From an optimization exercise on the open Yosys and OpenROAD flow, aimed at small area; shortcuts taken in it are not production practice.
The clock input has no modelled driver; a real chip could not lean on it and would need a root buffer or a full tree.
Power figures rest on the tool's default switching activity, not on a simulated workload.

## job 101
## elevator_controller
module elevator_controller #(
  parameter N = 8,
  parameter NUM_CLK_DELAY = 1024
  )(
  input                    clk,     
  input                    rst_n,   
  input  [N-1:0]           button_up,
  input  [N-1:0]           button_down,
  input                    button_close,
  input                    button_open,
  input  [N-1:0]           button_select_floor,
  input  [N-1:0]           floor_sensor,
  input                    overweight_sensor,
  input                    fire_alert,
  output                   close_door,
  output                   open_door,
  output                   motor_up,
  output                   motor_down,
  output reg               direction_up,
  output reg               direction_down
);
For scale: roughly 140 cells after synthesis, about 44 I/O pins, ~1100 µm² of cells after synthesis.
==> module elevator_controller, before the edit <==
module elevator_controller #(
  parameter N = 8,
  parameter NUM_CLK_DELAY = 1024
  )(
  input                    clk,     
  input                    rst_n,   
  input  [N-1:0]           button_up,
  input  [N-1:0]           button_down,
  input                    button_close,
  input                    button_open,
  input  [N-1:0]           button_select_floor,
  input  [N-1:0]           floor_sensor,
  input                    overweight_sensor,
  input                    fire_alert,
  output                   close_door,
  output                   open_door,
  output                   motor_up,
  output                   motor_down,
  output reg               direction_up,
  output reg               direction_down
);
  localparam CHECK = 2'b00, UP = 2'b01, DOWN = 2'b10, OPEN = 2'b11;
  localparam CW = $clog2(NUM_CLK_DELAY);
  reg  [1:0] state;
  reg  [2:0] floor_reg;
  reg  [CW-1:0] left;
  reg           done;
  reg  [2:0] cf;
  integer i;
  always @(*) begin
    cf = floor_reg;
    for (i = 0; i < N; i = i + 1)
      if (floor_sensor[i]) cf = i;
  end
  wire [N-1:0] rq = button_select_floor | button_up | button_down;
  reg higher, lower;
  always @(*) begin
    higher = 1'b0;
    lower  = 1'b0;
    for (i = 0; i < N; i = i + 1) begin
      if (i > cf) higher = higher | rq[i];
      if (i < cf) lower  = lower  | rq[i];
    end
  end
  wire rq_c   = rq[cf];
  wire up_c   = button_up[cf];
  wire down_c = button_down[cf];
  wire up_floor   = ({1'b0, cf} == {1'b0, floor_reg} + 4'd1);
  wire down_floor = ({1'b0, cf} + 4'd1 == {1'b0, floor_reg});
  wire s_check = (state == CHECK);
  wire s_open  = (state == OPEN);
  assign motor_up   = (state == UP);
  assign motor_down = (state == DOWN);
  wire hold = overweight_sensor | button_open;
  assign close_door = s_open & ~hold & (button_close | done);
  assign open_door  = s_open & ~close_door;
  wire inc = s_open & ~hold & ~button_close;
  wire open_req = rq_c & (up_c ? ~direction_down : (~down_c | ~direction_up));
  wire init = s_check & ~fire_alert & open_req;
  reg [1:0] next_state;
  always @(*) begin
    case (state)
      CHECK:
        if (fire_alert | open_req)               next_state = OPEN;
        else if (higher & ~direction_down)       next_state = UP;
        else if (lower & ~higher & ~direction_up) next_state = DOWN;
        else                                     next_state = CHECK;
      UP:   next_state = up_floor   ? CHECK : UP;
      DOWN: next_state = down_floor ? CHECK : DOWN;
      default: next_state = close_door ? CHECK : OPEN;
    endcase
  end
  always @(posedge clk or negedge rst_n) begin
    if (~rst_n) begin
      state          <= CHECK;
      floor_reg      <= 3'd0;
      direction_up   <= 1'b0;
      direction_down <= 1'b0;
      done           <= 1'b1;
    end else begin
      state     <= next_state;
      floor_reg <= cf;
      if (up_floor) begin
        direction_up   <= (cf != N-1);
        direction_down <= 1'b0;
      end else if (down_floor) begin
        direction_up   <= 1'b0;
        direction_down <= (cf != 0);
      end else begin
        direction_up   <= direction_up & (up_c | higher);
        direction_down <= direction_down & (down_c | lower);
      end
      done <= ~init & (done | (inc & ~(|left)));
    end
  end
  always @(posedge clk) begin
    if (init)
      left <= {CW{1'b1}};
    else if (inc)
      left <= left - 1'b1;
  end
endmodule
clock: 10.0 ns
lec_check: 0
cap_margin: 0
core_area: 2.3 2.72 59.8 59.84
die_area: 0 0 62 62
gpl_timing_driven: 0
slew_margin: 0
standard.sh (not shown) runs the stock make flow with config.mk's settings and CLKGATE_MAP_FILE= SYNTH_SCRIPT=/design/flow/synth_recipe.tcl, a recipe that flattens the netlist after the stock synthesis.
==> flow/flow/run.sh <==
#!/bin/bash
# Own layout flow: the standard ORFS flow (standard.sh), with these changes:
#  - synthesis maps logic with an area-oriented ABC script (flow/abc.script.in):
#    it is run with several deepsyn seeds, and the seed giving the smallest
#    netlist is used for the layout; no half/full-adder extraction step
#  - port buffers use the smallest buffer cell
#  - the clock tree is one buffer driving all flip-flops
#    (flow/post_cts.tcl collapses the tree CTS builds)
# Each tool's full output goes to the ORFS logs under orfs/logs (and
# trial_N/orfs/logs for the synthesis trials); make's own output goes to
# flow.log and trial_N/make.log.
set -euo pipefail
W=$PWD
SEEDS="$(seq -s " " 0 31)"
JOBS=${NUM_CORES:-4}

make_scripts() {  # $1 = folder, $2 = seed
  rm -rf "$1/scripts"
  mkdir -p "$1"
  cp -r "$FLOW_HOME/scripts" "$1/scripts"
  sed "s/@SEED@/$2/" "$W/flow/abc.script.in" > "$1/scripts/abc_speed.script"
}

# synthesis trials, JOBS at a time
n=0
for S in $SEEDS; do
  T="$W/trial_$S"
  make_scripts "$T" "$S"
  ( bash standard.sh "SCRIPTS_DIR=$T/scripts" "ADDER_MAP_FILE=" "WORK_HOME=$T/orfs" synth \
      > "$T/make.log" 2>&1 || true ) &
  n=$((n + 1))
  if (( n % JOBS == 0 )); then wait; fi
done
wait

BEST=""; BEST_AREA=""
for S in $SEEDS; do
  R="$W/trial_$S/orfs/reports/sky130hd/elevator_controller/base/synth_stat.txt"
  [[ -f $R ]] || continue
  A=$(awk '/Chip area for module/ {print $NF}' "$R" | tail -1)
  echo "trial seed $S: synth area $A" | tee -a "$W/trials.log"
  if [[ -z $BEST ]] || awk -v a="$A" -v b="$BEST_AREA" 'BEGIN{exit !(a < b)}'; then
    BEST=$S; BEST_AREA=$A
  fi
done
[[ -n $BEST ]] || { echo "no synthesis trial finished"; exit 1; }
echo "using seed $BEST (synth area $BEST_AREA)" | tee -a "$W/trials.log"

make_scripts "$W" "$BEST"
CTS="-sink_clustering_enable -repair_clock_nets -buf_list {sky130_fd_sc_hd__clkbuf_4} -root_buf sky130_fd_sc_hd__clkbuf_4 -dont_use_dummy_load"
bash standard.sh "SCRIPTS_DIR=$W/scripts" "ADDER_MAP_FILE=" \
  "BUFFER_PORTS_ARGS=-buffer_cell sky130_fd_sc_hd__buf_1" \
  "CTS_ARGS=$CTS" "POST_CTS_TCL=$W/flow/post_cts.tcl" \
  "POST_CTS_ROOT_CELL=sky130_fd_sc_hd__buf_6" finish > "$W/flow.log" 2>&1
# trial folders are only needed for their logs
for S in $SEEDS; do rm -rf "$W/trial_$S/orfs/results" "$W/trial_$S/orfs/objects" "$W/trial_$S/scripts"; done
Other scripts of this flow, unchanged in this note and not shown: flow/flow/abc.script.in, flow/flow/post_cts.tcl
Input changes introduced in job 102 (baseline for comparison: job 101):
--- a/flow/design.v
+++ b/flow/design.v
@@ -20,9 +20,9 @@
   output reg               direction_down
 );
-  localparam CHECK = 2'b00, UP = 2'b01, DOWN = 2'b10, OPEN = 2'b11;
+  localparam CHECK = 2'b00, UP = 2'b10, DOWN = 2'b11, OPEN = 2'b01;
   localparam CW = $clog2(NUM_CLK_DELAY);
   reg  [1:0] state;
   reg  [2:0] floor_reg;
-  reg  [CW-1:0] left;
+  reg  [CW-1:0] elapsed;
   reg           done;
   reg  [2:0] cf;
@@ -91,12 +91,12 @@
         direction_down <= direction_down & (down_c | lower);
       end
-      done <= ~init & (done | (inc & ~(|left)));
+      done <= ~init & (done | (inc & (&elapsed)));
     end
   end
   always @(posedge clk) begin
     if (init)
-      left <= {CW{1'b1}};
+      elapsed <= {CW{1'b0}};
     else if (inc)
-      left <= left - 1'b1;
+      elapsed <= elapsed + 1'b1;
   end
 endmodule
Notes after the runs:
Job 102 consumes less power than job 101 does.
The critical path start-end classification comes out in2reg in one run and in2out in the other, namely in job 101 and job 102 respectively.
Job 101 → job 102: worst slack after detailed placement now larger, non-clock buffer area fraction after layout now larger, highest clock frequency the design can meet now smaller, actual slew at the worst max-slew pin now smaller.
Job 102 gives less via count than job 101 did.
Setup slack was lower in job 102 than in job 101.
As far as final cell area excluding filler cells is concerned, job 102 and job 101 perform about the same.
Worst setup path startpoint = floor_sensor[0]: job 101; worst setup path startpoint = button_open: job 102
Job 102 vs job 101: combinational fraction of design power down in job 102
When job 102 is measured against job 101, its routed wire length turns out about 8% lower.
Function was not checked in any run of this note: the RTL went through the layout flow alone.

what the ideal ports hide:
Ports are ideal in the flow. The routed layouts listed here were re-timed in OpenROAD. Step 1 sets driving cells, clkbuf_16 on the clock port and buf_2 on the other inputs (assumed; they add their load-dependent delay and slew). Step 2 times the ports against the registers' clock, not the clock port: input delays grow and output delays shrink by t, the midpoint of the rising clock arrivals with the driver on. Slacks: ideal / step 1 / step 2; pairs: ideal / step 1.
| run | t (ns) | setup WS [ns] | worst setup path at the end | clock arrival spread, ns | cell pins on the clock port's net |
|---|---|---|---|---|---|
| job 101 | 0.166 | 4.939 / 4.943 / 4.777 | input to register | 0.002 / 0.001 | 1 |
| job 102 | 0.164 | 4.891 / 4.868 / 4.868 | input to output | 0.004 / 0.004 | 1 |
After both steps setup and hold are still met in every run listed. The setup slack of job 101, which loses most, moves by +0.004 ns with the drivers and by -0.162 ns with both steps.
